This is an optimization exercise on Yosys and OpenROAD, whose aim is small area, a short achievable clock period and few clock cycles per item, not a production implementation.
RTL that was checked went through simulation tests only; none was proved equivalent to the original.

Setup of run 1:
## e203_muldiv
module e203_muldiv (
  input         clk,
  input         rst_n,
  input         i_valid,
  output        i_ready,
  input  [2:0]  i_op,
  input  [31:0] i_rs1,
  input  [31:0] i_rs2,
  output        o_valid,
  input         o_ready,
  output [31:0] o_wdat
);
Size in the first run: roughly 2400 cells after synthesis, about 140 flip-flops, ~110 I/O pins, ~0.019 mm² of cells after synthesis.
export LEC_CHECK = 0
export CAP_MARGIN = 20
export CORE_MARGIN = 2
export CORE_UTILIZATION = 55
export CTS_BUF_LIST = sky130_fd_sc_hd__clkbuf_8 sky130_fd_sc_hd__clkbuf_16
export CTS_CLUSTER_DIAMETER = 60
export CTS_CLUSTER_SIZE = 30
export SLEW_MARGIN = 20
create_clock -name core_clock -period 11.0 [get_ports {clk}]
standard.sh (not shown) runs the stock make flow with config.mk's settings and CLKGATE_MAP_FILE= SYNTH_SCRIPT=/design/flow/synth_recipe.tcl, a recipe that flattens the netlist after the stock synthesis.
==> flow/flow/run.sh <==
#!/bin/bash
# The standard layout (the standard.sh, unchanged synthesis) with three
# changes to how it is made:
#  - ports are buffered with a plain buffer (not a delay cell),
#  - the resizer may change a cell's drive strength even when that changes
#    the cell's width (MATCH_CELL_FOOTPRINT 0),
#  - timing repair aims for more setup slack than the design's clock needs.
set -euo pipefail
MARGIN=$(cat flow/margin.txt)
bash standard.sh SETUP_SLACK_MARGIN=$MARGIN MATCH_CELL_FOOTPRINT=0 \
  "BUFFER_PORTS_ARGS=-buffer_cell sky130_fd_sc_hd__buf_2" finish > run_make.log 2>&1
==> flow/flow/margin.txt <==
6.0
Testbench counts of run 1, summed over its fixed seeds: cycles 160,453, ops 24,000.
Changes in run 2 relative to run 1:
Settings: removing CTS_CLUSTER_DIAMETER (formerly 60); removing CTS_CLUSTER_SIZE (formerly 30).
==> flow/flow/margin.txt <==
5.7
Run 2: flow completed, timing, DRC and antenna clean
Against run 1 as the reference, run 2 delivers a lower layout-stage area growth over the synthesis result.
Run 2: post-detailed-routing wire length 3.2% below run 1
Per the comparison of run 2 with run 1, number of global-route vias before repair fell by 165, number of clock buffer instances in the layout fell by 5.
Re die width: no difference whatsoever between run 1 and run 2.
Non-clock buffer count (higher): run 1
### run 2 -> run 3
==> flow/flow/margin.txt <==
6.0
[summary]
Going from run 2 to run 3, post-route minimum period shrinks by 240 ps.
The delay contributed by the slowest stage of the critical path of run 3 falls short of that of run 2 by 20 ps.
Run 3 ended with every stage complete and zero timing, DRC or antenna violations.
Going from run 2 to run 3, the first-iteration DRC count was found to have gone up by 3.8%.
Changes observed in run 3 relative to run 2: global-route usage grew by 1.1 points, via count grew by about 2.8%, area of combinational cells with multiple inputs grew by 240 µm², worst setup slack grew by 240 ps.
#### Input delta (run 4 over run 3)
Settings: SLEW_MARGIN: 20 -> 5; CORE_UTILIZATION: 55 -> 45; CAP_MARGIN: 20 -> 5; ABC_AREA: unset -> 1.
==> run summary <==
Against run 3, run 4 reports a number of antenna violations at the first check in global routing that is higher.
Diff run 3 and run 4: global-route wire length before repair lower in run 3

---

== exp/onyx ==
e203_muldiv, a different RTL version from the one above (not shown whole).
Size: ~180 flip-flops, about 110 I/O pins, about 0.020 mm2 of cells after synthesis.
clock: 11.0 ns
lec_check: 0
cap_margin: 20
core_margin: 2
core_utilization: 60
slew_margin: 20
==> flow/flow/run.sh <==
#!/bin/bash
# The standard layout (the standard.sh, unchanged synthesis) with three
# changes to how it is made:
#  - ports are buffered with a plain buffer (not a delay cell),
#  - the resizer may change a cell's drive strength even when that changes
#    the cell's width (MATCH_CELL_FOOTPRINT 0),
#  - timing repair aims for more setup slack than the design's clock needs.
set -euo pipefail
MARGIN=$(cat flow/margin.txt)
bash standard.sh SETUP_SLACK_MARGIN=$MARGIN MATCH_CELL_FOOTPRINT=0 \
  "BUFFER_PORTS_ARGS=-buffer_cell sky130_fd_sc_hd__buf_4" finish > run_make.log 2>&1
==> flow/flow/margin.txt <==
6.4
Testbench counts of exp/onyx, summed over its fixed seeds: cycles 171,308, ops 24,000.
Relative to exp/onyx, the following input files were edited for exp/raven:
# exp/onyx
export LEC_CHECK = 0
export CAP_MARGIN = 20
export CORE_MARGIN = 2
export CORE_UTILIZATION = 60
export SLEW_MARGIN = 20
create_clock -name core_clock -period 11.0 [get_ports {clk}]
# exp/raven
export LEC_CHECK = 0
export CAP_MARGIN = 20
export CORE_MARGIN = 2
export CORE_UTILIZATION = 70
export SLEW_MARGIN = 20
create_clock -name core_clock -period 11.0 [get_ports {clk}]
==> flow/flow/margin.txt <==
6.0
--- outcome ---
Against exp/onyx, exp/raven comes in 2.3 mm lower on routed length on met1. Count of standard-cell rows (higher): exp/onyx. Looking at die footprint, exp/raven sits 0.0049 mm2 lower than exp/onyx does. Per the comparison of exp/raven with exp/onyx, post-layout instance count excluding filler cells fell 144; max-slew headroom at the worst pin was more or less identical. A slowest cell on the critical path of sky130_fd_sc_hd__a31oi_1 is what exp/onyx shows, while sky130_fd_sc_hd__o221a_2 belongs to exp/raven. exp/onyx → exp/raven: initial core utilization has increased; post-layout minimum cycle time has decreased.
Setup changes, exp/raven to exp/xenon
# exp/raven
export LEC_CHECK = 0
export CAP_MARGIN = 20
export CORE_MARGIN = 2
export CORE_UTILIZATION = 70
export SLEW_MARGIN = 20
create_clock -name core_clock -period 11.0 [get_ports {clk}]
# exp/xenon
export LEC_CHECK = 0
export CAP_MARGIN = 20
export CORE_MARGIN = 2
export CORE_UTILIZATION = 60
export SETUP_SLACK_MARGIN = 5
export SLEW_MARGIN = 20
create_clock -name core_clock -period 11.0 [get_ports {clk}]
==> flow/run.sh (new file) <==
#!/bin/bash
# synth_recipe.tcl (not shown) runs the flow's synth.tcl, then flattens the netlist and writes it again
# the make line also repeats each setting of config.mk as NAME=value (left out here)
make -C /OpenROAD-flow-scripts/flow DESIGN_CONFIG=/design/flow/config.mk WORK_HOME=/design/flow/orfs CLKGATE_MAP_FILE= SYNTH_SCRIPT=/design/flow/synth_recipe.tcl finish
removed: flow/flow/run.sh
removed: flow/flow/margin.txt
removed: flow/standard.sh
--- outcome ---
- Delta (exp/xenon minus exp/raven): area taken by multi-input logic gates down 95 um2.
- When exp/xenon is measured against exp/raven, its number of diodes added for antenna fixing turns out 4 lower.
Inputs modified between exp/xenon and exp/pepper:
# exp/xenon
export LEC_CHECK = 0
export CAP_MARGIN = 20
export CORE_MARGIN = 2
export CORE_UTILIZATION = 60
export SETUP_SLACK_MARGIN = 5
export SLEW_MARGIN = 20
create_clock -name core_clock -period 11.0 [get_ports {clk}]
# exp/pepper
export LEC_CHECK = 0
export CAP_MARGIN = 20
export CORE_MARGIN = 2
export CORE_UTILIZATION = 60
export CTS_BUF_LIST = sky130_fd_sc_hd__clkbuf_4 sky130_fd_sc_hd__clkbuf_8
export SLEW_MARGIN = 20
create_clock -name core_clock -period 11.0 [get_ports {clk}]
==> flow/flow/run.sh (new file) <==
#!/bin/bash
# The standard layout (the standard.sh, unchanged synthesis) with three
# changes to how it is made:
#  - ports are buffered with a plain buffer (not a delay cell),
#  - the resizer may change a cell's drive strength even when that changes
#    the cell's width (MATCH_CELL_FOOTPRINT 0),
#  - timing repair aims for more setup slack than the design's clock needs.
set -euo pipefail
MARGIN=$(cat flow/margin.txt)
bash standard.sh SETUP_SLACK_MARGIN=$MARGIN MATCH_CELL_FOOTPRINT=0 \
  "BUFFER_PORTS_ARGS=-buffer_cell sky130_fd_sc_hd__buf_2" finish > run_make.log 2>&1
==> flow/flow/margin.txt (new file) <==
6.0
==> flow/standard.sh (new file) <==
#!/bin/bash
# synth_recipe.tcl (not shown) runs the flow's synth.tcl, then flattens the netlist and writes it again
# the make line also repeats each setting of config.mk as NAME=value (left out here)
make -C /OpenROAD-flow-scripts/flow DESIGN_CONFIG=/design/flow/config.mk WORK_HOME=/design/flow/orfs CLKGATE_MAP_FILE= SYNTH_SCRIPT=/design/flow/synth_recipe.tcl "${@:-finish}"
removed: flow/run.sh
[summary]
- Changes observed in exp/pepper relative to exp/xenon: highest attainable clock frequency climbed about 15%.
- exp/pepper did not stop at any stage, and its layout met the timing, DRC and antenna checks.
- From exp/xenon to exp/pepper the numbers moved as follows: final antenna diode count grew by 1; worst setup slack up 0.76 ns.
- NOTE global-route wire length before repair exp/xenon->exp/pepper increased slightly
- Comparing the two runs side by side, exp/pepper comes out ahead of exp/xenon on final design area excluding fillers.
- In terms of placed cell count, exp/xenon and exp/pepper differ only marginally.
- Non-clock buffer count delta for exp/pepper relative to exp/xenon: 19% higher
- Post-cts repair resize count: exp/pepper and exp/xenon compared, lower one is exp/xenon
- Of exp/pepper and exp/xenon, the higher fraction of area in registers belongs to exp/pepper.
- Row critical path depth: exp/pepper higher / exp/xenon lower

---

## red
e203_muldiv, a different RTL version from the one above (not shown whole).
For scale: roughly 2600 cells after synthesis, about 110 I/O pins.
clock: 11.0 ns
lec_check: 0
abc_area: 1
cap_margin: 5
core_margin: 2
core_utilization: 45
cts_buf_list: sky130_fd_sc_hd__clkbuf_8 sky130_fd_sc_hd__clkbuf_16
slew_margin: 5
==> flow/flow/run.sh <==
#!/bin/bash
# The standard layout (the standard.sh, unchanged synthesis) with three
# changes to how it is made:
#  - ports are buffered with a plain buffer (not a delay cell),
#  - the resizer may change a cell's drive strength even when that changes
#    the cell's width (MATCH_CELL_FOOTPRINT 0),
#  - timing repair aims for more setup slack than the design's clock needs.
set -euo pipefail
MARGIN=$(cat flow/margin.txt)
bash standard.sh SETUP_SLACK_MARGIN=$MARGIN MATCH_CELL_FOOTPRINT=0 \
  "BUFFER_PORTS_ARGS=-buffer_cell sky130_fd_sc_hd__buf_2" finish > run_make.log 2>&1
==> flow/flow/margin.txt <==
6.2
red finished every stage and its layout cleared the timing, DRC and antenna checks.
## Diff of input files: blue against red
==> flow/flow/margin.txt <==
6.0
Compared with red, in blue count of plain and timing-repair buffers shrank by about 15%, HPWL after detailed placement saw a decrease.
The routed length on met1 number comes out lower for blue vs red.
blue has total of cells resized after clock tree synthesis below what red had.
[compare] base=red new=blue: number of standard cells in the final layout excluding fillers fell by about 1%, register-to-register slack went down 0.17 ns.
Diff red -> blue: signal arrival time at the worst endpoint moved up, met3 wire length moved down, post-layout worst setup margin moved down.
Delta (blue minus red): multi-input logic cell count did not really move.
Function was not checked in any run of this note: the RTL went through the layout flow alone.

[port drivers added, routing unchanged]
In the flow no input, the clock included, has a driving cell. The finished layouts below were timed again as built, in two steps. Step 1, drivers: a clkbuf_16 drives clk and a buf_2 each remaining input, both assumed. Step 2 moves the port delays by t, midway between the first and last clock arrival at a register: inputs arrive t later, outputs are due t later. That takes back most of the time a late clock gives input paths. Slacks: ideal / step 1 / step 2; pairs: ideal / step 1.
run	t (ns)	slack for setup (ns)	clock arrival spread, ns
run 1	0.487	5.945 / 5.938 / 5.451	0.015 / 0.015
run 2	0.483	5.701 / 5.732 / 5.249	0.013 / 0.012
run 3	0.487	5.945 / 5.938 / 5.451	0.015 / 0.015
run 4	0.504	5.966 / 5.947 / 5.489	0.013 / 0.013
exp/onyx	0.512	5.717 / 5.753 / 5.241	0.014 / 0.015
exp/raven	0.499	5.835 / 5.850 / 5.350	0.018 / 0.017
exp/xenon	0.508	5.078 / 5.114 / 4.607	0.016 / 0.015
exp/pepper	0.565	5.839 / 5.849 / 5.284	0.027 / 0.026
red	0.505	6.204 / 6.180 / 5.675	0.016 / 0.016
blue	0.491	6.031 / 5.976 / 5.620	0.013 / 0.013
After both steps every run listed still meets setup and hold. The setup slack of exp/pepper, which loses most, moves by +0.010 ns with the drivers and by -0.555 ns with both steps.
